This is an optimization exercise on Yosys and OpenROAD, whose aim is small area and a short achievable clock period, not a production implementation. RTL that was checked went through simulation tests only; none was proved equivalent to the original. No functional check of the RTL was part of run 1. Power is estimated from default activity; no workload was simulated.

==> flow/design.v (outline; a module is shown in full before it is edited, if it fits) <==
// module FP16_mcl: 1205 lines
module FP16_mcl(
    input [15:0] data1,
    input [15:0] data2,
    input rst,
    input input_valid,
    input clk,
    output reg [15:0] datanew,
    output reg output_update
    );
  // ...
==> flow/flow/run.sh <==
#!/bin/bash
# The standard layout, with the port buffers made from the smallest buffer cell.
bash standard.sh 'BUFFER_PORTS_ARGS=-buffer_cell sky130_fd_sc_hd__buf_1' finish > standard.log 2>&1
==> flow/standard.sh <==
#!/bin/bash
# synth_recipe.tcl (not shown) runs the flow's synth.tcl, then flattens the netlist and writes it again
# the make line also repeats each setting of config.mk as NAME=value (left out here)
make -C /OpenROAD-flow-scripts/flow DESIGN_CONFIG=/design/flow/config.mk WORK_HOME=/design/flow/orfs CLKGATE_MAP_FILE= SYNTH_SCRIPT=/design/flow/synth_recipe.tcl "${@:-finish}"
==> flow/config.mk <==
export PLATFORM = sky130hd
export DESIGN_NAME = FP16_mcl
export DESIGN_NICKNAME = FP16_mcl
export VERILOG_FILES = /design/flow/design.v
export SDC_FILE = /design/flow/constraint.sdc
export NUM_CORES = 4
export LEC_CHECK = 0
export ABC_AREA = 1
export CAP_MARGIN = 20
export CORE_MARGIN = 2
export CORE_UTILIZATION = 60
export CTS_BUF_LIST = sky130_fd_sc_hd__clkbuf_4 sky130_fd_sc_hd__clkbuf_8
export SETUP_SLACK_MARGIN = 3.45
export SLEW_MARGIN = 20
==> flow/constraint.sdc <==
create_clock -name core_clock -period 5.5 [get_ports {clk}]
set_input_delay 1.1000 -clock core_clock [delete_from_list [all_inputs] [get_ports {clk}]]
set_output_delay 1.1000 -clock core_clock [all_outputs]
set_load 0.01 [all_outputs]
==> flow_summary_export.csv, run 1 <==
group,metric,value,unit
synth,synth_seq_cells,172,
global_route,overflow,0,
worst_setup_path,crit_chain,"clkbuf_2",
cells_and_area,buffer_area_share,2.983,%
worst_setup_path,reg2regPathDepth,12,
sta,setup_violations,0,
synth,synth_top_area_share,41.55,%
cells_and_area,clock_area_share,4.111,%
route,dr_wl_met3,613,um
route,wirelength_met1,7002,um
die,pin_count,52,
place,placed_cells,1091,
cells_and_area,top_regs,"datanew (16), vld (3)",
route,drt_iter0_drc,291,
synth,synth_area_leaders,"dfxtp_1 42%, fa_1 12%, ha_1 7.6%",
cells_and_area,inverters,128,
sta,final_hold_viol_count,0,
synth,yosysSeqAreaShare,42.79,%
outcome,status,"complete, no violations",
power,comb-power,0.00216,W
global_route,grt_max_degree,22,
synth,async_flop_share,2.326,%
power,report.power.total,0.004739,W
cells_and_area,multi_input_area_share,46.44,%
place,gp_congestion,0.8978,
worst_setup_path,cp.arrival,0.96,ns
sta,setup_ws,3.441,ns
run,cap_viol_max_count,0,
power,peakVddDrop,0.2302,mV
synth,syn_inst,881,
clock_tree,clk_pin_slew,0.09,ns
cells_and_area,area_growth_syn_to_layout,10.91,%
==> run 2, diff against run 1 <==
--- a/flow/design.v
+++ b/flow/design.v
@@ -13,17 +13,16 @@
     wire G12;
     wire G13;
     wire G14;
     wire G15;
     wire G16;
     wire G17;
     wire G18;
     wire G19;
-    wire G2;
     wire G20;
     wire G21;
     wire G22;
     wire G23;
     wire G24;
     wire G25;
     wire G26;
     wire G27;
@@ -36,37 +35,50 @@
     wire G33;
     wire G34;
     wire G35;
     wire G36;
     wire G37;
     wire G38;
     wire G39;
     wire G4;
+    wire G40;
+    wire G41;
+    wire G42;
+    wire G43;
     wire G5;
     wire G6;
     wire G7;
     wire G8;
     wire G9;
     wire P1;
     wire P10;
     wire P11;
     wire P12;
-    wire P13;
     wire P14;
     wire P15;
     wire P16;
     wire P17;
     wire P18;
     wire P19;
     wire P2;
     wire P20;
     wire P21;
     wire P22;
+    wire P23;
+    wire P24;
+    wire P25;
+    wire P26;
+    wire P3;
     wire P4;
+    wire P5;
+    wire P6;
+    wire P7;
+    wire P8;
+    wire P9;
     wire all_k0;
     wire all_k1;
     wire any_k0;
     wire any_k1;
     wire bm5_0;
     wire bm5_1;
     wire bm5_10;
     wire bm5_11;
@@ -239,17 +251,16 @@
     wire fs_3_17_42;
     wire fs_3_18_43;
     wire fs_3_19_44;
     wire fs_3_6_31;
     wire fs_3_7_32;
     wire fs_3_8_33;
     wire fs_3_9_34;
     wire g0;
-    wire g0_0;
     wire g10;
     wire g11;
     wire g12;
     wire g13;
     wire g14;
     wire g15;
     wire g16;
     wire g17;
@@ -330,17 +341,16 @@
     wire nneg3;
     wire nneg4;
     wire one0;
     wire one1;
     wire one2;
     wire one3;
     wire one4;
     wire p0;
-    wire p0_0;
     wire p10;
     wire p11;
     wire p12;
     wire p13;
     wire p14;
     wire p15;
     wire p16;
     wire p17;
@@ -409,54 +419,61 @@
     wire up16;
     wire up17;
     wire up18;
     wire up19;
     wire up20;
     wire up21;
     wire z9_0;
     wire zero0;
-    reg data1_10_r1;
-    reg data2_10_r1;
-    reg data1_11_r1;
-    reg data2_11_r1;
-    reg data1_12_r1;
-    reg data2_12_r1;
-    reg data1_13_r1;
-    reg data2_13_r1;
     reg data1_14_r1;
+    reg data1_13_r1;
+    reg data1_12_r1;
+    reg data1_11_r1;
+    reg data1_10_r1;
     reg data2_14_r1;
-    reg inf0_r1;
-    reg zero0_r1;
-    reg one0_r1;
+    reg data2_13_r1;
+    reg data2_12_r1;
+    reg data2_11_r1;
+    reg data2_10_r1;
+    reg data1_9_r1;
+    reg data1_8_r1;
+    reg data1_7_r1;
+    reg data1_6_r1;
+    reg data1_5_r1;
+    reg data1_4_r1;
+    reg data1_3_r1;
+    reg data1_2_r1;
+    reg data1_1_r1;
     reg data1_0_r1;
+    reg data2_9_r1;
+    reg data2_8_r1;
+    reg data2_7_r1;
+    reg data2_6_r1;
+    reg data2_5_r1;
+    reg data2_4_r1;
+    reg data2_3_r1;
+    reg data2_2_r1;
+    reg data2_1_r1;
+    reg data2_0_r1;
+    reg one0_r1;
     reg neg0_r1;
-    reg data1_1_r1;
     reg two0_r1;
-    reg data1_2_r1;
-    reg data1_3_r1;
-    reg data1_4_r1;
-    reg data1_5_r1;
-    reg data1_6_r1;
-    reg data1_7_r1;
-    reg data1_8_r1;
-    reg data1_9_r1;
     reg one1_r1;
     reg neg1_r1;
     reg two1_r1;
     reg one2_r1;
     reg neg2_r1;
     reg two2_r1;
     reg one3_r1;
     reg neg3_r1;
     reg two3_r1;
     reg one4_r1;
     reg neg4_r1;
     reg two4_r1;
-    reg data2_9_r1;
     reg bp0_3_r2;
     reg bp1_1_r2;
     reg fc_1_2_0_r2;
     reg fs_1_6_3_r2;
     reg bp3_0_r2;
     reg hs_1_7_0_r2;
     reg bp2_3_r2;
     reg bp3_1_r2;
@@ -512,72 +529,47 @@
     reg bm5_7_r2;
     reg fc_1_17_18_r2;
     reg hc_1_18_3_r2;
     reg fs_1_20_19_r2;
     reg n_bm5_11_c21_r2;
     reg fc_1_20_19_r2;
     reg bp0_0_r2;
     reg neg0_r2;
-    reg fs_3_11_36_r3;
-    reg fc_3_10_35_r3;
-    reg fs_3_12_37_r3;
-    reg fc_3_11_36_r3;
-    reg fs_3_13_38_r3;
-    reg fc_3_12_37_r3;
-    reg fs_3_14_39_r3;
-    reg fc_3_13_38_r3;
-    reg fs_3_15_40_r3;
-    reg fc_3_14_39_r3;
-    reg fs_3_16_41_r3;
-    reg fc_3_15_40_r3;
-    reg fs_3_17_42_r3;
-    reg fc_3_16_41_r3;
-    reg fs_3_18_43_r3;
-    reg fc_3_17_42_r3;
-    reg fs_3_19_44_r3;
-    reg fc_3_18_43_r3;
-    reg hs_3_20_9_r3;
-    reg fc_3_19_44_r3;
-    reg hs_3_21_10_r3;
-    reg hc_3_20_9_r3;
-    reg G2_r2;
-    reg g7_r3;
-    reg p7_r3;
-    reg G7_r3;
+    reg bp0_1_r2;
+    reg fs_1_2_0_r2;
     reg g8_r3;
     reg p8_r3;
-    reg hrs12_r3;
-    reg hrc12_r3;
-    reg hrs13_r3;
-    reg hrc13_r3;
-    reg hrs14_r3;
-    reg hrc14_r3;
-    reg hrs15_r3;
-    reg hrc15_r3;
-    reg hrs16_r3;
-    reg hrc16_r3;
-    reg hrs17_r3;
-    reg hrc17_r3;
-    reg hrs18_r3;
-    reg hrc18_r3;
-    reg hrs19_r3;
-    reg hrc19_r3;
-    reg hrs20_r3;
-    reg hrc20_r3;
-    reg hrs21_r3;
-    reg hrc21_r3;
+    reg G12_r3;
+    reg ug13_r3;
+    reg up13_r3;
+    reg ug12_r3;
+    reg up12_r3;
+    reg ug15_r3;
+    reg up15_r3;
+    reg ug14_r3;
+    reg up14_r3;
+    reg ug17_r3;
+    reg up17_r3;
+    reg ug16_r3;
+    reg up16_r3;
+    reg ug19_r3;
+    reg up19_r3;
+    reg ug18_r3;
+    reg up18_r3;
+    reg ug20_r3;
+    reg up20_r3;
     reg p9_r3;
     reg fs_3_10_35_r3;
     reg fc_3_9_34_r3;
     reg g9_r3;
     reg hrs11_r3;
     reg fs_3_9_34_r3;
     reg fc_3_8_33_r3;
-    reg z9_0_r1;
+    reg up21_r3;
     reg z9_0_r2;
     reg z9_0_r3;
     reg es5_r2;
     reg es5_r3;
     reg es4_r2;
     reg es4_r3;
     reg es3_r2;
     reg es3_r3;
@@ -585,26 +577,26 @@
     reg es2_r3;
     reg es1_r2;
     reg es1_r3;
     reg es0_r2;
     reg es0_r3;
     reg sg0_r1;
     reg sg0_r2;
     reg sg0_r3;
-    assign inf0 = (&{data1[14], data1[13], data1[12], data1[11], data1[10]}) | (&{data2[14], data2[13], data2[12], data2[11], data2[10]});
-    assign zero0 = ~(|{data1[14], data1[13], data1[12], data1[11], data1[10], data1[9], data1[8], data1[7], data1[6], data1[5], data1[4], data1[3], data1[2], data1[1], data1[0]}) | ~(|{data2[14], data2[13], data2[12], data2[11], data2[10], data2[9], data2[8], data2[7], data2[6], data2[5], data2[4], data2[3], data2[2], data2[1], data2[0]});
-    assign es0 = inf0_r1 | (~zero0_r1 & ((data1_10_r1 ^ data2_10_r1)));
-    assign es1 = inf0_r1 | (~zero0_r1 & ((data1_11_r1 ^ data2_11_r1) ^ (((data1_10_r1 & data2_10_r1)))));
-    assign es2 = inf0_r1 | (~zero0_r1 & ((data1_12_r1 ^ data2_12_r1) ^ (((data1_11_r1 ^ data2_11_r1) & (data1_10_r1 & data2_10_r1)) | ((data1_11_r1 & data2_11_r1)))));
-    assign es3 = inf0_r1 | (~zero0_r1 & ((data1_13_r1 ^ data2_13_r1) ^ (((data1_11_r1 ^ data2_11_r1) & (data1_12_r1 ^ data2_12_r1) & (data1_10_r1 & data2_10_r1)) | ((data1_12_r1 ^ data2_12_r1) & (data1_11_r1 & data2_11_r1)) | ((data1_12_r1 & data2_12_r1)))));
-    assign es4 = inf0_r1 | (~zero0_r1 & ((data1_14_r1 ^ data2_14_r1) ^ (((data1_11_r1 ^ data2_11_r1) & (data1_12_r1 ^ data2_12_r1) & (data1_13_r1 ^ data2_13_r1) & (data1_10_r1 & data2_10_r1)) | ((data1_12_r1 ^ data2_12_r1) & (data1_13_r1 ^ data2_13_r1) & (data1_11_r1 & data2_11_r1)) | ((data1_13_r1 ^ data2_13_r1) & (data1_12_r1 & data2_12_r1)) | ((data1_13_r1 & data2_13_r1)))));
-    assign es5 = inf0_r1 | (~zero0_r1 & ((((data1_11_r1 ^ data2_11_r1) & (data1_12_r1 ^ data2_12_r1) & (data1_13_r1 ^ data2_13_r1) & (data1_14_r1 ^ data2_14_r1) & (data1_10_r1 & data2_10_r1)) | ((data1_12_r1 ^ data2_12_r1) & (data1_13_r1 ^ data2_13_r1) & (data1_14_r1 ^ data2_14_r1) & (data1_11_r1 & data2_11_r1)) | ((data1_13_r1 ^ data2_13_r1) & (data1_14_r1 ^ data2_14_r1) & (data1_12_r1 & data2_12_r1)) | ((data1_14_r1 ^ data2_14_r1) & (data1_13_r1 & data2_13_r1)) | ((data1_14_r1 & data2_14_r1)))));
+    assign inf0 = (&{data1_14_r1, data1_13_r1, data1_12_r1, data1_11_r1, data1_10_r1}) | (&{data2_14_r1, data2_13_r1, data2_12_r1, data2_11_r1, data2_10_r1});
+    assign zero0 = ~(|{data1_14_r1, data1_13_r1, data1_12_r1, data1_11_r1, data1_10_r1, data1_9_r1, data1_8_r1, data1_7_r1, data1_6_r1, data1_5_r1, data1_4_r1, data1_3_r1, data1_2_r1, data1_1_r1, data1_0_r1}) | ~(|{data2_14_r1, data2_13_r1, data2_12_r1, data2_11_r1, data2_10_r1, data2_9_r1, data2_8_r1, data2_7_r1, data2_6_r1, data2_5_r1, data2_4_r1, data2_3_r1, data2_2_r1, data2_1_r1, data2_0_r1});
+    assign es0 = inf0 | (~zero0 & ((data1_10_r1 ^ data2_10_r1)));
+    assign es1 = inf0 | (~zero0 & ((data1_11_r1 ^ data2_11_r1) ^ (((data1_10_r1 & data2_10_r1)))));
+    assign es2 = inf0 | (~zero0 & ((data1_12_r1 ^ data2_12_r1) ^ (((data1_11_r1 ^ data2_11_r1) & (data1_10_r1 & data2_10_r1)) | ((data1_11_r1 & data2_11_r1)))));
+    assign es3 = inf0 | (~zero0 & ((data1_13_r1 ^ data2_13_r1) ^ (((data1_11_r1 ^ data2_11_r1) & (data1_12_r1 ^ data2_12_r1) & (data1_10_r1 & data2_10_r1)) | ((data1_12_r1 ^ data2_12_r1) & (data1_11_r1 & data2_11_r1)) | ((data1_12_r1 & data2_12_r1)))));
+    assign es4 = inf0 | (~zero0 & ((data1_14_r1 ^ data2_14_r1) ^ (((data1_11_r1 ^ data2_11_r1) & (data1_12_r1 ^ data2_12_r1) & (data1_13_r1 ^ data2_13_r1) & (data1_10_r1 & data2_10_r1)) | ((data1_12_r1 ^ data2_12_r1) & (data1_13_r1 ^ data2_13_r1) & (data1_11_r1 & data2_11_r1)) | ((data1_13_r1 ^ data2_13_r1) & (data1_12_r1 & data2_12_r1)) | ((data1_13_r1 & data2_13_r1)))));
+    assign es5 = inf0 | (~zero0 & ((((data1_11_r1 ^ data2_11_r1) & (data1_12_r1 ^ data2_12_r1) & (data1_13_r1 ^ data2_13_r1) & (data1_14_r1 ^ data2_14_r1) & (data1_10_r1 & data2_10_r1)) | ((data1_12_r1 ^ data2_12_r1) & (data1_13_r1 ^ data2_13_r1) & (data1_14_r1 ^ data2_14_r1) & (data1_11_r1 & data2_11_r1)) | ((data1_13_r1 ^ data2_13_r1) & (data1_14_r1 ^ data2_14_r1) & (data1_12_r1 & data2_12_r1)) | ((data1_14_r1 ^ data2_14_r1) & (data1_13_r1 & data2_13_r1)) | ((data1_14_r1 & data2_14_r1)))));
     assign sg0 = data1[15] ^ data2[15];
-    assign z9_0 = (1'b1 & ~(|{data2[8], data2[7], data2[6], data2[5], data2[4], data2[3], data2[2], data2[1], data2[0]})) | (~(|{data1[0]}) & ~(|{data2[7], data2[6], data2[5], data2[4], data2[3], data2[2], data2[1], data2[0]})) | (~(|{data1[1], data1[0]}) & ~(|{data2[6], data2[5], data2[4], data2[3], data2[2], data2[1], data2[0]})) | (~(|{data1[2], data1[1], data1[0]}) & ~(|{data2[5], data2[4], data2[3], data2[2], data2[1], data2[0]})) | (~(|{data1[3], data1[2], data1[1], data1[0]}) & ~(|{data2[4], data2[3], data2[2], data2[1], data2[0]})) | (~(|{data1[4], data1[3], data1[2], data1[1], data1[0]}) & ~(|{data2[3], data2[2], data2[1], data2[0]})) | (~(|{data1[5], data1[4], data1[3], data1[2], data1[1], data1[0]}) & ~(|{data2[2], data2[1], data2[0]})) | (~(|{data1[6], data1[5], data1[4], data1[3], data1[2], data1[1], data1[0]}) & ~(|{data2[1], data2[0]})) | (~(|{data1[7], data1[6], data1[5], data1[4], data1[3], data1[2], data1[1], data1[0]}) & ~(|{data2[0]})) | (~(|{data1[8], data1[7], data1[6], data1[5], data1[4], data1[3], data1[2], data1[1], data1[0]}) & 1'b1);
+    assign z9_0 = (1'b1 & ~(|{data2_8_r1, data2_7_r1, data2_6_r1, data2_5_r1, data2_4_r1, data2_3_r1, data2_2_r1, data2_1_r1, data2_0_r1})) | (~(|{data1_0_r1}) & ~(|{data2_7_r1, data2_6_r1, data2_5_r1, data2_4_r1, data2_3_r1, data2_2_r1, data2_1_r1, data2_0_r1})) | (~(|{data1_1_r1, data1_0_r1}) & ~(|{data2_6_r1, data2_5_r1, data2_4_r1, data2_3_r1, data2_2_r1, data2_1_r1, data2_0_r1})) | (~(|{data1_2_r1, data1_1_r1, data1_0_r1}) & ~(|{data2_5_r1, data2_4_r1, data2_3_r1, data2_2_r1, data2_1_r1, data2_0_r1})) | (~(|{data1_3_r1, data1_2_r1, data1_1_r1, data1_0_r1}) & ~(|{data2_4_r1, data2_3_r1, data2_2_r1, data2_1_r1, data2_0_r1})) | (~(|{data1_4_r1, data1_3_r1, data1_2_r1, data1_1_r1, data1_0_r1}) & ~(|{data2_3_r1, data2_2_r1, data2_1_r1, data2_0_r1})) | (~(|{data1_5_r1, data1_4_r1, data1_3_r1, data1_2_r1, data1_1_r1, data1_0_r1}) & ~(|{data2_2_r1, data2_1_r1, data2_0_r1})) | (~(|{data1_6_r1, data1_5_r1, data1_4_r1, data1_3_r1, data1_2_r1, data1_1_r1, data1_0_r1}) & ~(|{data2_1_r1, data2_0_r1})) | (~(|{data1_7_r1, data1_6_r1, data1_5_r1, data1_4_r1, data1_3_r1, data1_2_r1, data1_1_r1, data1_0_r1}) & ~(|{data2_0_r1})) | (~(|{data1_8_r1, data1_7_r1, data1_6_r1, data1_5_r1, data1_4_r1, data1_3_r1, data1_2_r1, data1_1_r1, data1_0_r1}) & 1'b1);
     assign neg0 = data2[1] & ~(data2[0] & 1'b0);
     assign one0 = data2[0] ^ 1'b0;
     assign two0 = (data2[1] & ~data2[0] & ~1'b0) | (~data2[1] & data2[0] & 1'b0);
     assign bp0_0 = ((one0_r1 & data1_0_r1)) ^ neg0_r1;
     assign bp0_1 = ((one0_r1 & data1_1_r1) | (two0_r1 & data1_0_r1)) ^ neg0_r1;
     assign bp0_2 = ((one0_r1 & data1_2_r1) | (two0_r1 & data1_1_r1)) ^ neg0_r1;
     assign bp0_3 = ((one0_r1 & data1_3_r1) | (two0_r1 & data1_2_r1)) ^ neg0_r1;
     assign bp0_4 = ((one0_r1 & data1_4_r1) | (two0_r1 & data1_3_r1)) ^ neg0_r1;
@@ -821,52 +813,62 @@
     assign g7 = fs_3_7_32 & fc_3_6_31;
     assign p7 = fs_3_7_32 ^ fc_3_6_31;
     assign g8 = fs_3_8_33 & fc_3_7_32;
     assign p8 = fs_3_8_33 ^ fc_3_7_32;
     assign g9 = fs_3_9_34 & fc_3_8_33;
     assign p9 = fs_3_9_34 ^ fc_3_8_33;
     assign g10 = fs_3_10_35 & fc_3_9_34;
     assign p10 = fs_3_10_35 ^ fc_3_9_34;
-    assign g11 = fs_3_11_36_r3 & fc_3_10_35_r3;
-    assign p11 = fs_3_11_36_r3 ^ fc_3_10_35_r3;
-    assign g12 = fs_3_12_37_r3 & fc_3_11_36_r3;
-    assign p12 = fs_3_12_37_r3 ^ fc_3_11_36_r3;
-    assign g13 = fs_3_13_38_r3 & fc_3_12_37_r3;
-    assign p13 = fs_3_13_38_r3 ^ fc_3_12_37_r3;
-    assign g14 = fs_3_14_39_r3 & fc_3_13_38_r3;
-    assign p14 = fs_3_14_39_r3 ^ fc_3_13_38_r3;
-    assign g15 = fs_3_15_40_r3 & fc_3_14_39_r3;
-    assign p15 = fs_3_15_40_r3 ^ fc_3_14_39_r3;
-    assign g16 = fs_3_16_41_r3 & fc_3_15_40_r3;
-    assign p16 = fs_3_16_41_r3 ^ fc_3_15_40_r3;
-    assign g17 = fs_3_17_42_r3 & fc_3_16_41_r3;
-    assign p17 = fs_3_17_42_r3 ^ fc_3_16_41_r3;
-    assign g18 = fs_3_18_43_r3 & fc_3_17_42_r3;
-    assign p18 = fs_3_18_43_r3 ^ fc_3_17_42_r3;
-    assign g19 = fs_3_19_44_r3 & fc_3_18_43_r3;
-    assign p19 = fs_3_19_44_r3 ^ fc_3_18_43_r3;
-    assign g20 = hs_3_20_9_r3 & fc_3_19_44_r3;
-    assign p20 = hs_3_20_9_r3 ^ fc_3_19_44_r3;
-    assign g21 = hs_3_21_10_r3 & hc_3_20_9_r3;
-    assign p21 = hs_3_21_10_r3 ^ hc_3_20_9_r3;
-    assign g0_0 = bp0_0 & neg0_r1;
-    assign p0_0 = bp0_0 ^ neg0_r1;
-    assign G1 = bp0_1 & g0_0;
-    assign P1 = bp0_1 & p0_0;
-    assign G2 = fs_1_2_0 & G1;
-    assign P2 = fs_1_2_0 & P1;
-    assign G3 = fs_2_3_20 & G2_r2;
-    assign G4 = g5 | (p5 & g4);
-    assign P4 = p5 & p4;
-    assign G5 = g4 | (p4 & G3);
-    assign G6 = G4 | (P4 & G3);
-    assign G7 = g6 | (p6 & G6);
-    assign G8 = g7_r3 | (p7_r3 & G7_r3);
-    assign G9 = g8_r3 | (p8_r3 & G8);
+    assign g11 = fs_3_11_36 & fc_3_10_35;
+    assign p11 = fs_3_11_36 ^ fc_3_10_35;
+    assign g12 = fs_3_12_37 & fc_3_11_36;
+    assign p12 = fs_3_12_37 ^ fc_3_11_36;
+    assign g13 = fs_3_13_38 & fc_3_12_37;
+    assign p13 = fs_3_13_38 ^ fc_3_12_37;
+    assign g14 = fs_3_14_39 & fc_3_13_38;
+    assign p14 = fs_3_14_39 ^ fc_3_13_38;
+    assign g15 = fs_3_15_40 & fc_3_14_39;
+    assign p15 = fs_3_15_40 ^ fc_3_14_39;
+    assign g16 = fs_3_16_41 & fc_3_15_40;
+    assign p16 = fs_3_16_41 ^ fc_3_15_40;
+    assign g17 = fs_3_17_42 & fc_3_16_41;
+    assign p17 = fs_3_17_42 ^ fc_3_16_41;
+    assign g18 = fs_3_18_43 & fc_3_17_42;
+    assign p18 = fs_3_18_43 ^ fc_3_17_42;
+    assign g19 = fs_3_19_44 & fc_3_18_43;
+    assign p19 = fs_3_19_44 ^ fc_3_18_43;
+    assign g20 = hs_3_20_9 & fc_3_19_44;
+    assign p20 = hs_3_20_9 ^ fc_3_19_44;
+    assign g21 = hs_3_21_10 & hc_3_20_9;
+    assign p21 = hs_3_21_10 ^ hc_3_20_9;
+    assign G1 = bp0_1_r2 & g0;
+    assign P1 = bp0_1_r2 & p0;
+    assign P2 = fs_2_3_20 & fs_1_2_0_r2;
+    assign G3 = g5 | (p5 & g4);
+    assign P3 = p5 & p4;
+    assign G4 = g7 | (p7 & g6);
+    assign P4 = p7 & p6;
+    assign G5 = fs_1_2_0_r2 & G1;
+    assign P5 = fs_1_2_0_r2 & P1;
+    assign G6 = P2 & G1;
+    assign P6 = P2 & P1;
+    assign G7 = g6 | (p6 & G3);
+    assign P7 = p6 & P3;
+    assign G8 = G4 | (P4 & G3);
+    assign P8 = P4 & P3;
+    assign G9 = g4 | (p4 & G6);
+    assign P9 = p4 & P6;
+    assign G10 = G3 | (P3 & G6);
+    assign P10 = P3 & P6;
+    assign G11 = G7 | (P7 & G6);
+    assign P11 = P7 & P6;
+    assign G12 = G8 | (P8 & G6);
+    assign P12 = P8 & P6;
+    assign G13 = g8_r3 | (p8_r3 & G12_r3);
     assign hrs11 = fs_3_11_36 ^ fc_3_10_35;
     assign hrc12 = fs_3_11_36 & fc_3_10_35;
     assign hrs12 = fs_3_12_37 ^ fc_3_11_36;
     assign hrc13 = fs_3_12_37 & fc_3_11_36;
     assign hrs13 = fs_3_13_38 ^ fc_3_12_37;
     assign hrc14 = fs_3_13_38 & fc_3_12_37;
     assign hrs14 = fs_3_14_39 ^ fc_3_13_38;
     assign hrc15 = fs_3_14_39 & fc_3_13_38;
@@ -878,62 +880,62 @@
     assign hrc18 = fs_3_17_42 & fc_3_16_41;
     assign hrs18 = fs_3_18_43 ^ fc_3_17_42;
     assign hrc19 = fs_3_18_43 & fc_3_17_42;
     assign hrs19 = fs_3_19_44 ^ fc_3_18_43;
     assign hrc20 = fs_3_19_44 & fc_3_18_43;
     assign hrs20 = hs_3_20_9 ^ fc_3_19_44;
     assign hrc21 = hs_3_20_9 & fc_3_19_44;
     assign hrs21 = hs_3_21_10 ^ hc_3_20_9;
-    assign ug12 = hrs12_r3 & hrc12_r3;
-    assign up12 = hrs12_r3 ^ hrc12_r3;
-    assign ug13 = hrs13_r3 & hrc13_r3;
-    assign up13 = hrs13_r3 ^ hrc13_r3;
-    assign ug14 = hrs14_r3 & hrc14_r3;
-    assign up14 = hrs14_r3 ^ hrc14_r3;
-    assign ug15 = hrs15_r3 & hrc15_r3;
-    assign up15 = hrs15_r3 ^ hrc15_r3;
-    assign ug16 = hrs16_r3 & hrc16_r3;
-    assign up16 = hrs16_r3 ^ hrc16_r3;
-    assign ug17 = hrs17_r3 & hrc17_r3;
-    assign up17 = hrs17_r3 ^ hrc17_r3;
-    assign ug18 = hrs18_r3 & hrc18_r3;
-    assign up18 = hrs18_r3 ^ hrc18_r3;
-    assign ug19 = hrs19_r3 & hrc19_r3;
-    assign up19 = hrs19_r3 ^ hrc19_r3;
-    assign ug20 = hrs20_r3 & hrc20_r3;
-    assign up20 = hrs20_r3 ^ hrc20_r3;
-    assign ug21 = hrs21_r3 & hrc21_r3;
-    assign up21 = hrs21_r3 ^ hrc21_r3;
-    assign G10 = ug13 | (up13 & ug12);
-    assign P10 = up13 & up12;
-    assign G11 = ug15 | (up15 & ug14);
-    assign P11 = up15 & up14;
-    assign G12 = ug17 | (up17 & ug16);
-    assign P12 = up17 & up16;
-    assign G13 = ug19 | (up19 & ug18);
-    assign P13 = up19 & up18;
-    assign G14 = ug14 | (up14 & G10);
-    assign P14 = up14 & P10;
-    assign G15 = G11 | (P11 & G10);
-    assign P15 = P11 & P10;
-    assign G16 = ug18 | (up18 & G12);
-    assign P16 = up18 & P12;
-    assign G17 = G13 | (P13 & G12);
-    assign P17 = P13 & P12;
-    assign G18 = ug16 | (up16 & G15);
-    assign P18 = up16 & P15;
-    assign G19 = G12 | (P12 & G15);
-    assign P19 = P12 & P15;
-    assign G20 = G16 | (P16 & G15);
-    assign P20 = P16 & P15;
-    assign G21 = G17 | (P17 & G15);
-    assign P21 = P17 & P15;
-    assign G22 = ug20 | (up20 & G21);
-    assign P22 = up20 & P21;
+    assign ug12 = hrs12 & hrc12;
+    assign up12 = hrs12 ^ hrc12;
+    assign ug13 = hrs13 & hrc13;
+    assign up13 = hrs13 ^ hrc13;
+    assign ug14 = hrs14 & hrc14;
+    assign up14 = hrs14 ^ hrc14;
+    assign ug15 = hrs15 & hrc15;
+    assign up15 = hrs15 ^ hrc15;
+    assign ug16 = hrs16 & hrc16;
+    assign up16 = hrs16 ^ hrc16;
+    assign ug17 = hrs17 & hrc17;
+    assign up17 = hrs17 ^ hrc17;
+    assign ug18 = hrs18 & hrc18;
+    assign up18 = hrs18 ^ hrc18;
+    assign ug19 = hrs19 & hrc19;
+    assign up19 = hrs19 ^ hrc19;
+    assign ug20 = hrs20 & hrc20;
+    assign up20 = hrs20 ^ hrc20;
+    assign ug21 = hrs21 & hrc21;
+    assign up21 = hrs21 ^ hrc21;
+    assign G14 = ug13_r3 | (up13_r3 & ug12_r3);
+    assign P14 = up13_r3 & up12_r3;
+    assign G15 = ug15_r3 | (up15_r3 & ug14_r3);
+    assign P15 = up15_r3 & up14_r3;
+    assign G16 = ug17_r3 | (up17_r3 & ug16_r3);
+    assign P16 = up17_r3 & up16_r3;
+    assign G17 = ug19_r3 | (up19_r3 & ug18_r3);
+    assign P17 = up19_r3 & up18_r3;
+    assign G18 = ug14_r3 | (up14_r3 & G14);
+    assign P18 = up14_r3 & P14;
+    assign G19 = G15 | (P15 & G14);
+    assign P19 = P15 & P14;
+    assign G20 = ug18_r3 | (up18_r3 & G16);
+    assign P20 = up18_r3 & P16;
+    assign G21 = G17 | (P17 & G16);
+    assign P21 = P17 & P16;
+    assign G22 = ug16_r3 | (up16_r3 & G19);
+    assign P22 = up16_r3 & P19;
+    assign G23 = G16 | (P16 & G19);
+    assign P23 = P16 & P19;
+    assign G24 = G20 | (P20 & G19);
+    assign P24 = P20 & P19;
+    assign G25 = G21 | (P21 & G19);
+    assign P25 = P21 & P19;
+    assign G26 = ug20_r3 | (up20_r3 & G25);
+    assign P26 = up20_r3 & P25;
     assign l9_k0 = p9_r3;
     assign all_k0 = fs_3_10_35_r3 & fc_3_9_34_r3 & g9_r3;
     assign any_k0 = fs_3_10_35_r3 | fc_3_9_34_r3 | g9_r3;
     assign ex2_k0 = (fs_3_10_35_r3 & fc_3_9_34_r3 & ~g9_r3) | (fs_3_10_35_r3 & ~fc_3_9_34_r3 & g9_r3) | (~fs_3_10_35_r3 & fc_3_9_34_r3 & g9_r3);
     assign ex1_k0 = (fs_3_10_35_r3 & ~fc_3_9_34_r3 & ~g9_r3) | (~fs_3_10_35_r3 & fc_3_9_34_r3 & ~g9_r3) | (~fs_3_10_35_r3 & ~fc_3_9_34_r3 & g9_r3);
     assign l10_k0 = ex1_k0 | all_k0;
     assign c12_1_k0 = all_k0 | (hrs11_r3 & any_k0);
     assign q11_1_k0 = hrs11_r3 ^ (any_k0 & ~all_k0);
@@ -949,59 +951,59 @@
     assign ex1_k1 = (fs_3_10_35_r3 & ~fc_3_9_34_r3 & ~c10_k1) | (~fs_3_10_35_r3 & fc_3_9_34_r3 & ~c10_k1) | (~fs_3_10_35_r3 & ~fc_3_9_34_r3 & c10_k1);
     assign l10_k1 = ex1_k1 | all_k1;
     assign c12_1_k1 = all_k1 | (hrs11_r3 & any_k1);
     assign q11_1_k1 = hrs11_r3 ^ (any_k1 & ~all_k1);
     assign k1_k1 = ex2_k1 | (all_k1 & ~l9_k1) | (ex1_k1 & l9_k1);
     assign c12_0_k1 = (all_k1 & l9_k1) | (k1_k1 & hrs11_r3);
     assign q11_0_k1 = hrs11_r3 ^ k1_k1;
     assign q10_k1 = l10_k1 ^ l9_k1;
-    assign pl9 = G9 ? l9_k1 : l9_k0;
-    assign pl10 = G9 ? l10_k1 : l10_k0;
-    assign q0_10 = G9 ? q10_k1 : q10_k0;
-    assign q0_c12 = G9 ? c12_0_k1 : c12_0_k0;
-    assign q0_11 = G9 ? q11_0_k1 : q11_0_k0;
-    assign q0_12 = up12 ^ q0_c12;
-    assign G23 = ug12 | (up12 & q0_c12);
-    assign q0_13 = up13 ^ G23;
-    assign G24 = G10 | (P10 & q0_c12);
-    assign q0_14 = up14 ^ G24;
-    assign G25 = G14 | (P14 & q0_c12);
-    assign q0_15 = up15 ^ G25;
-    assign G26 = G15 | (P15 & q0_c12);
-    assign q0_16 = up16 ^ G26;
-    assign G27 = G18 | (P18 & q0_c12);
-    assign q0_17 = up17 ^ G27;
-    assign G28 = G19 | (P19 & q0_c12);
-    assign q0_18 = up18 ^ G28;
-    assign G29 = G20 | (P20 & q0_c12);
-    assign q0_19 = up19 ^ G29;
-    assign G30 = G21 | (P21 & q0_c12);
-    assign q0_20 = up20 ^ G30;
+    assign pl9 = G13 ? l9_k1 : l9_k0;
+    assign pl10 = G13 ? l10_k1 : l10_k0;
+    assign q0_10 = G13 ? q10_k1 : q10_k0;
+    assign q0_c12 = G13 ? c12_0_k1 : c12_0_k0;
+    assign q0_11 = G13 ? q11_0_k1 : q11_0_k0;
+    assign q0_12 = up12_r3 ^ q0_c12;
+    assign G27 = ug12_r3 | (up12_r3 & q0_c12);
+    assign q0_13 = up13_r3 ^ G27;
+    assign G28 = G14 | (P14 & q0_c12);
+    assign q0_14 = up14_r3 ^ G28;
+    assign G29 = G18 | (P18 & q0_c12);
+    assign q0_15 = up15_r3 ^ G29;
+    assign G30 = G19 | (P19 & q0_c12);
+    assign q0_16 = up16_r3 ^ G30;
     assign G31 = G22 | (P22 & q0_c12);
-    assign q0_21 = up21 ^ G31;
-    assign q1_c12 = G9 ? c12_1_k1 : c12_1_k0;
-    assign q1_11 = G9 ? q11_1_k1 : q11_1_k0;
-    assign q1_12 = up12 ^ q1_c12;
-    assign G32 = ug12 | (up12 & q1_c12);
-    assign q1_13 = up13 ^ G32;
-    assign G33 = G10 | (P10 & q1_c12);
-    assign q1_14 = up14 ^ G33;
-    assign G34 = G14 | (P14 & q1_c12);
-    assign q1_15 = up15 ^ G34;
-    assign G35 = G15 | (P15 & q1_c12);
-    assign q1_16 = up16 ^ G35;
-    assign G36 = G18 | (P18 & q1_c12);
-    assign q1_17 = up17 ^ G36;
-    assign G37 = G19 | (P19 & q1_c12);
-    assign q1_18 = up18 ^ G37;
-    assign G38 = G20 | (P20 & q1_c12);
-    assign q1_19 = up19 ^ G38;
-    assign G39 = G21 | (P21 & q1_c12);
-    assign q1_20 = up20 ^ G39;
+    assign q0_17 = up17_r3 ^ G31;
+    assign G32 = G23 | (P23 & q0_c12);
+    assign q0_18 = up18_r3 ^ G32;
+    assign G33 = G24 | (P24 & q0_c12);
+    assign q0_19 = up19_r3 ^ G33;
+    assign G34 = G25 | (P25 & q0_c12);
+    assign q0_20 = up20_r3 ^ G34;
+    assign G35 = G26 | (P26 & q0_c12);
+    assign q0_21 = up21_r3 ^ G35;
+    assign q1_c12 = G13 ? c12_1_k1 : c12_1_k0;
+    assign q1_11 = G13 ? q11_1_k1 : q11_1_k0;
+    assign q1_12 = up12_r3 ^ q1_c12;
+    assign G36 = ug12_r3 | (up12_r3 & q1_c12);
+    assign q1_13 = up13_r3 ^ G36;
+    assign G37 = G14 | (P14 & q1_c12);
+    assign q1_14 = up14_r3 ^ G37;
+    assign G38 = G18 | (P18 & q1_c12);
+    assign q1_15 = up15_r3 ^ G38;
+    assign G39 = G19 | (P19 & q1_c12);
+    assign q1_16 = up16_r3 ^ G39;
+    assign G40 = G22 | (P22 & q1_c12);
+    assign q1_17 = up17_r3 ^ G40;
+    assign G41 = G23 | (P23 & q1_c12);
+    assign q1_18 = up18_r3 ^ G41;
+    assign G42 = G24 | (P24 & q1_c12);
+    assign q1_19 = up19_r3 ^ G42;
+    assign G43 = G25 | (P25 & q1_c12);
+    assign q1_20 = up20_r3 ^ G43;
     wire z9 = z9_0_r3;
     wire k = q0_21;
     wire tie0 = pl9 & z9;
     wire tie1 = pl10 & ~pl9 & z9;
     wire [9:0] frac1 = {q1_20, q1_19, q1_18, q1_17, q1_16, q1_15, q1_14, q1_13, q1_12, q1_11 & ~tie1};
     wire [9:0] frac0 = {q0_19, q0_18, q0_17, q0_16, q0_15, q0_14, q0_13, q0_12, q0_11, q0_10 & ~tie0};
     wire [5:0] esr = {es5_r3, es4_r3, es3_r3, es2_r3, es1_r3, es0_r3};
     wire sat1 = esr >= 6'd45;
@@ -1019,54 +1021,61 @@
         if (rst) begin
             vld <= 3'd0;
             output_update <= 1'b0;
         end else begin
             vld <= {vld[1:0], input_valid};
             output_update <= vld[2];
         end
     always @(posedge clk) begin
-        data1_10_r1 <= data1[10];
-        data2_10_r1 <= data2[10];
-        data1_11_r1 <= data1[11];
-        data2_11_r1 <= data2[11];
-        data1_12_r1 <= data1[12];
-        data2_12_r1 <= data2[12];
-        data1_13_r1 <= data1[13];
-        data2_13_r1 <= data2[13];
         data1_14_r1 <= data1[14];
+        data1_13_r1 <= data1[13];
+        data1_12_r1 <= data1[12];
+        data1_11_r1 <= data1[11];
+        data1_10_r1 <= data1[10];
         data2_14_r1 <= data2[14];
-        inf0_r1 <= inf0;
-        zero0_r1 <= zero0;
-        one0_r1 <= one0;
+        data2_13_r1 <= data2[13];
+        data2_12_r1 <= data2[12];
+        data2_11_r1 <= data2[11];
+        data2_10_r1 <= data2[10];
+        data1_9_r1 <= data1[9];
+        data1_8_r1 <= data1[8];
+        data1_7_r1 <= data1[7];
+        data1_6_r1 <= data1[6];
+        data1_5_r1 <= data1[5];
+        data1_4_r1 <= data1[4];
+        data1_3_r1 <= data1[3];
+        data1_2_r1 <= data1[2];
+        data1_1_r1 <= data1[1];
         data1_0_r1 <= data1[0];
+        data2_9_r1 <= data2[9];
+        data2_8_r1 <= data2[8];
+        data2_7_r1 <= data2[7];
+        data2_6_r1 <= data2[6];
+        data2_5_r1 <= data2[5];
+        data2_4_r1 <= data2[4];
+        data2_3_r1 <= data2[3];
+        data2_2_r1 <= data2[2];
+        data2_1_r1 <= data2[1];
+        data2_0_r1 <= data2[0];
+        one0_r1 <= one0;
         neg0_r1 <= neg0;
-        data1_1_r1 <= data1[1];
         two0_r1 <= two0;
-        data1_2_r1 <= data1[2];
-        data1_3_r1 <= data1[3];
-        data1_4_r1 <= data1[4];
-        data1_5_r1 <= data1[5];
-        data1_6_r1 <= data1[6];
-        data1_7_r1 <= data1[7];
-        data1_8_r1 <= data1[8];
-        data1_9_r1 <= data1[9];
         one1_r1 <= one1;
         neg1_r1 <= neg1;
         two1_r1 <= two1;
         one2_r1 <= one2;
         neg2_r1 <= neg2;
         two2_r1 <= two2;
         one3_r1 <= one3;
         neg3_r1 <= neg3;
         two3_r1 <= two3;
         one4_r1 <= one4;
         neg4_r1 <= neg4;
         two4_r1 <= two4;
-        data2_9_r1 <= data2[9];
         bp0_3_r2 <= bp0_3;
         bp1_1_r2 <= bp1_1;
         fc_1_2_0_r2 <= fc_1_2_0;
         fs_1_6_3_r2 <= fs_1_6_3;
         bp3_0_r2 <= bp3_0;
         hs_1_7_0_r2 <= hs_1_7_0;
         bp2_3_r2 <= bp2_3;
         bp3_1_r2 <= bp3_1;
@@ -1122,73 +1131,48 @@
         bm5_7_r2 <= bm5_7;
         fc_1_17_18_r2 <= fc_1_17_18;
         hc_1_18_3_r2 <= hc_1_18_3;
         fs_1_20_19_r2 <= fs_1_20_19;
         n_bm5_11_c21_r2 <= n_bm5_11_c21;
         fc_1_20_19_r2 <= fc_1_20_19;
         bp0_0_r2 <= bp0_0;
         neg0_r2 <= neg0_r1;
-        fs_3_11_36_r3 <= fs_3_11_36;
-        fc_3_10_35_r3 <= fc_3_10_35;
-        fs_3_12_37_r3 <= fs_3_12_37;
-        fc_3_11_36_r3 <= fc_3_11_36;
-        fs_3_13_38_r3 <= fs_3_13_38;
-        fc_3_12_37_r3 <= fc_3_12_37;
-        fs_3_14_39_r3 <= fs_3_14_39;
-        fc_3_13_38_r3 <= fc_3_13_38;
-        fs_3_15_40_r3 <= fs_3_15_40;
-        fc_3_14_39_r3 <= fc_3_14_39;
-        fs_3_16_41_r3 <= fs_3_16_41;
-        fc_3_15_40_r3 <= fc_3_15_40;
-        fs_3_17_42_r3 <= fs_3_17_42;
-        fc_3_16_41_r3 <= fc_3_16_41;
-        fs_3_18_43_r3 <= fs_3_18_43;
-        fc_3_17_42_r3 <= fc_3_17_42;
-        fs_3_19_44_r3 <= fs_3_19_44;
-        fc_3_18_43_r3 <= fc_3_18_43;
-        hs_3_20_9_r3 <= hs_3_20_9;
-        fc_3_19_44_r3 <= fc_3_19_44;
-        hs_3_21_10_r3 <= hs_3_21_10;
-        hc_3_20_9_r3 <= hc_3_20_9;
-        G2_r2 <= G2;
-        g7_r3 <= g7;
-        p7_r3 <= p7;
-        G7_r3 <= G7;
+        bp0_1_r2 <= bp0_1;
+        fs_1_2_0_r2 <= fs_1_2_0;
         g8_r3 <= g8;
         p8_r3 <= p8;
-        hrs12_r3 <= hrs12;
-        hrc12_r3 <= hrc12;
-        hrs13_r3 <= hrs13;
-        hrc13_r3 <= hrc13;
-        hrs14_r3 <= hrs14;
-        hrc14_r3 <= hrc14;
-        hrs15_r3 <= hrs15;
-        hrc15_r3 <= hrc15;
-        hrs16_r3 <= hrs16;
-        hrc16_r3 <= hrc16;
-        hrs17_r3 <= hrs17;
-        hrc17_r3 <= hrc17;
-        hrs18_r3 <= hrs18;
-        hrc18_r3 <= hrc18;
-        hrs19_r3 <= hrs19;
-        hrc19_r3 <= hrc19;
-        hrs20_r3 <= hrs20;
-        hrc20_r3 <= hrc20;
-        hrs21_r3 <= hrs21;
-        hrc21_r3 <= hrc21;
+        G12_r3 <= G12;
+        ug13_r3 <= ug13;
+        up13_r3 <= up13;
+        ug12_r3 <= ug12;
+        up12_r3 <= up12;
+        ug15_r3 <= ug15;
+        up15_r3 <= up15;
+        ug14_r3 <= ug14;
+        up14_r3 <= up14;
+        ug17_r3 <= ug17;
+        up17_r3 <= up17;
+        ug16_r3 <= ug16;
+        up16_r3 <= up16;
+        ug19_r3 <= ug19;
+        up19_r3 <= up19;
+        ug18_r3 <= ug18;
+        up18_r3 <= up18;
+        ug20_r3 <= ug20;
+        up20_r3 <= up20;
         p9_r3 <= p9;
         fs_3_10_35_r3 <= fs_3_10_35;
         fc_3_9_34_r3 <= fc_3_9_34;
         g9_r3 <= g9;
         hrs11_r3 <= hrs11;
         fs_3_9_34_r3 <= fs_3_9_34;
         fc_3_8_33_r3 <= fc_3_8_33;
-        z9_0_r1 <= z9_0;
-        z9_0_r2 <= z9_0_r1;
+        up21_r3 <= up21;
+        z9_0_r2 <= z9_0;
         z9_0_r3 <= z9_0_r2;
         es5_r2 <= es5;
         es5_r3 <= es5_r2;
         es4_r2 <= es4;
         es4_r3 <= es4_r2;
         es3_r2 <= es3;
         es3_r3 <= es3_r2;
         es2_r2 <= es2;
--- a/flow/config.mk
+++ b/flow/config.mk
@@ -5,10 +5,10 @@
 export SDC_FILE = /design/flow/constraint.sdc
 export NUM_CORES = 4
 export LEC_CHECK = 0
 export ABC_AREA = 1
 export CAP_MARGIN = 20
 export CORE_MARGIN = 2
 export CORE_UTILIZATION = 60
 export CTS_BUF_LIST = sky130_fd_sc_hd__clkbuf_4 sky130_fd_sc_hd__clkbuf_8
-export SETUP_SLACK_MARGIN = 3.45
+export SETUP_SLACK_MARGIN = 3.4
 export SLEW_MARGIN = 20
==> flow_summary_export.csv, run 2 <==
group,metric,value,unit
outcome,status,"complete, no violations",
run,cap_viol_max_count,0,
power,netSwitchingFraction,38.06,%
power,p_int,0.002838,W
worst_setup_path,cp.depth,1,
sta,maxSlewHeadroom,37.81,%
route,post_drt_wl_per_cell,13.84,um
worst_setup_path,reg2regPathDepth,4,
synth,synth_top_area_share,41.95,%
worst_setup_path,crit_chain,"buf_1",
cells_and_area,finish.instance_area,9000,um^2
synth,postSynthAreaPerCell,9.212,um^2
synth,synth_seq_cells,176,
worst_setup_path,crit_start,"output_update",
power,peakVddDrop,0.2851,mV
global_route,track_usage,23.15,%
die,rows,42,
cells_and_area,multi_input_area,4174,um^2
die,pin_count,52,
synth,synthTopCellsByCount,"174 x nand2_1, 172 x dfxtp_1, 108 x inv_1, 65 x xor2_1, 51 x ha_1",
power,p_clk_share,19.8,%
sta,skew,0.006903,ns
sta,setup_violations,0,
synth,async_flop_share,2.273,%
worst_setup_path,worst_setup_path_end_kind,"primary output",
cells_and_area,layout_common_cells,"173 x nand2_1, 167 x dfxtp_1, 105 x inv_1, 65 x xor2_1",
synth,synth.yosys.warnings,1,
cells_and_area,top_regs,"datanew (16), vld (3)",
synth,synthFlopType,"dfxtp_1",
power,pwr-share-seq,40.0,%
cells_and_area,final_common_cell,"nand2_1",
global_route,grt_pass1_vias,5757,
worst_setup_path,rrSetupSlack,3.48,ns
cells_and_area,seq_area,3550,um^2
worst_setup_path,rr_startpoint,"fs_1_16_17_r2",
clock_tree,post_cts_buffers,0,
route,first_pass_iters,6,
cells_and_area,top_register,"datanew",
worst_setup_path,critPathLaunchType,"flop",
synth,syn_nets,1022,
route,drt_iter0_drc,427,
die,die_area,14630,um^2
synth,synth_area,8208,um^2
min_path,hp-class,"reg2reg",
synth,synth.most_common_cell,"nand2_1",
global_route,overflow,0,
synth,synth_area_leaders,"dfxtp_1 42%, fa_1 11%, nand2_1 8.0%",
route,drtAntennaViolNets,0,
place,post_dp_cell_area,8529,um^2
power,power.leakage,4.339,nW
synth,synth.distinct_cells,39,
global_route,antenna_found_initial,0,
die,core,13300,um^2
synth,yosysSeqAreaShare,43.17,%
clock_tree,hold_buffers,0,
cells_and_area,nets,1072,
cells_and_area,drive_gt1_share,7.361,%
clock_tree,root_buffer,"clkbuf_8",
cells_and_area,fill_cells,1104,
worst_setup_path,worstSetupPathType,"reg2out",
power,p_per_area,509.2,nW/um^2
route,remaining_drc_errors,0,
cells_and_area,antenna_cells,0,
sta,setup_tns,0,ns
worst_setup_path,crit_buf_inv,1,
worst_setup_path,crit_family,"flip-flops",
sta,fin_crit,2.036,ns
clock_tree,cts_tree,"done",
worst_setup_path,cp_slowest_cell,"dfrtp_1",
cells_and_area,utilization,67.69,%
sta,tightest_slew,0.9316,ns
sta,rsz0062_at_grt,"no",
route,drt_wl_total,15600,um
power,p_sw,0.001744,W
sta,final_hold_viol_count,0,
worst_setup_path,endpoint,"output_update",
clock_tree,clock_latency,0.45,ns
sta,slew_violations,0,
cells_and_area,area_growth_syn_to_layout,9.649,%
worst_setup_path,critPathMaxStageDelay,0.37,ns
place,io_buffer_count,51,
power,pwr-share-comb,40.2,%
route,via_count,5867,
power,report.power.total,0.004583,W
die,die_x,121.0,um
clock_tree,cts.sinks,176,
place,gp_congestion,0.8925,
worst_setup_path,timing.rr.end,"up16_r3",
clock_tree,clk_path_buf_depth,2,
worst_setup_path,path_max_fanout,1,
synth,synth_enable_flop_cells,0,
cells_and_area,largest_reg_flops,16,
die,die_h,121.0,um
worst_setup_path,required,4.40,ns
clock_tree,htree_levels,4,
synth,yosys.area.top_type,"dfxtp_1",
sta,max_freq,0.4911,GHz
sta,timing.final.crit_share,37.02,%
route,viasPerCell,5.206,
clock_tree,clk_pin_slew,0.08,ns
die,start_util,61.74,%
synth,syn_inst,891,
global_route,grt_max_degree,23,
global_route,grt_pass1_wl,26730,um
worst_setup_path,cp.arrival,0.94,ns
place,dp_hpwl,11940,um
clock_tree,cts_buffers,17,
run 2: power groups by stage:
stage / Combinational [W] / Sequential (W) / Clock (W)
final: 0.00184 / 0.00183 / 0.000907
after global routing: 0.00220 / 0.00187 / 0.000981
after CTS: 0.00185 / 0.00183 / 0.000930
after detailed placement: 0.00183 / 0.00186 / 0
after global placement: 0.00179 / 0.00184 / 0
after floorplan: 0.00139 / 0.00183 / 0
run 2: cell type report:
type / count / area share [%]
timing repair buffer: 51 / 2.127
tap: 176 / 2.447
inverter: 121 / 5.130
clock buffer: 20 / 2.989
clock inverter: 9 / 1.488
multi-input combinational: 574 / 46.38
sequential: 176 / 39.44
run 2: per-layer routing:
metal | share of wire [%] | vias to the layer above | global-route usage [%]
met5 | 0 | - | 0
met4 | 2.3 | 0 | 10.10
met3 | 5.6 | 34 | 4.511
met2 | 47 | 201 | 37.57
met1 | 45 | 2682 | 30.13
li1 | - | 2950 | -
run 2: worst min-delay path by stage:
stage                        from      end  slack [ns]  cells after the start
after floorplan            es0_r2   es0_r3        0.31                      0
after global placement     sg0_r2   sg0_r3        0.31                      0
after detailed placement   sg0_r2   sg0_r3        0.31                      0
after CTS                  sg0_r2   sg0_r3        0.33                      0
after global routing      z9_0_r2  z9_0_r3        0.34                      0
final                      sg0_r2   sg0_r3        0.33                      0
run 2: through the flow:
stage / instances / hold WS (ns) / setup slack, ns
2_1_floorplan: 891 / 0.3096 / 3.544
3_3_place_gp: 1098 / 0.3102 / 3.159
3_5_place_dp: 1098 / 0.3128 / 3.003
4_1_cts: 1127 / 0.3330 / 3.418
5_1_grt: 1127 / 0.3366 / 3.393
6_report: 1127 / 0.3321 / 3.464
run 2: kinds of logic (layout without fill, tap and decap cells):
| family | count (synthesis) | after routing | synth area share [%] |
|---|---|---|---|
| fa+ha+maj | 96 | 96 | 18.75 |
| compound gates | 119 | 119 | 8.613 |
| mux | 1 | 1 | 0.1372 |
| simple gates | 288 | 288 | 15.23 |
| buf+inv | 141 | 201 | 6.631 |
| xor+xnor | 70 | 70 | 7.470 |
| flops | 176 | 176 | 43.17 |
run 2: what timing repair did:
action / CTS / global route
endpoints found under the hold margin: 0 / 0
pin swaps: 0 / 3
resized for setup: 3 / 18
endpoints found under the setup margin: 19 / 17

-- what the ideal ports hide --
Ports are ideal in the flow. The routed layouts listed here were re-timed in OpenROAD.
Step 1 (the two cells are an assumption about what drives the block):
set clk [get_ports {clk}]
set_driving_cell -lib_cell sky130_fd_sc_hd__clkbuf_16 $clk
set_driving_cell -lib_cell sky130_fd_sc_hd__buf_2 [delete_from_list [all_inputs] $clk]
Step 2 moves the port delays by t, midway between the first and last clock arrival at a register: inputs arrive t later, outputs are due t later. That takes back most of the time a late clock gives input paths.
Three values: ideal ports, drivers, drivers and shift; two values: the first two.
| run | t (ns) | slack for setup (ns) | latest minus earliest clock arrival (ns) | worst slew at a driven data input, ns | pins driven straight from the clock port |
|---|---|---|---|---|---|
| run 1 | 0.499 | 3.441 / 3.403 / 3.344 | 0.015 / 0.015 | 0.03 | 1 |
| run 2 | 0.487 | 3.464 / 3.427 / 3.484 | 0.008 / 0.007 | 0.04 | 1 |
After both steps setup and hold are still met in every run listed. For run 1, which loses most, drivers alone change the setup slack by -0.038 ns; drivers and shift together by -0.097 ns.
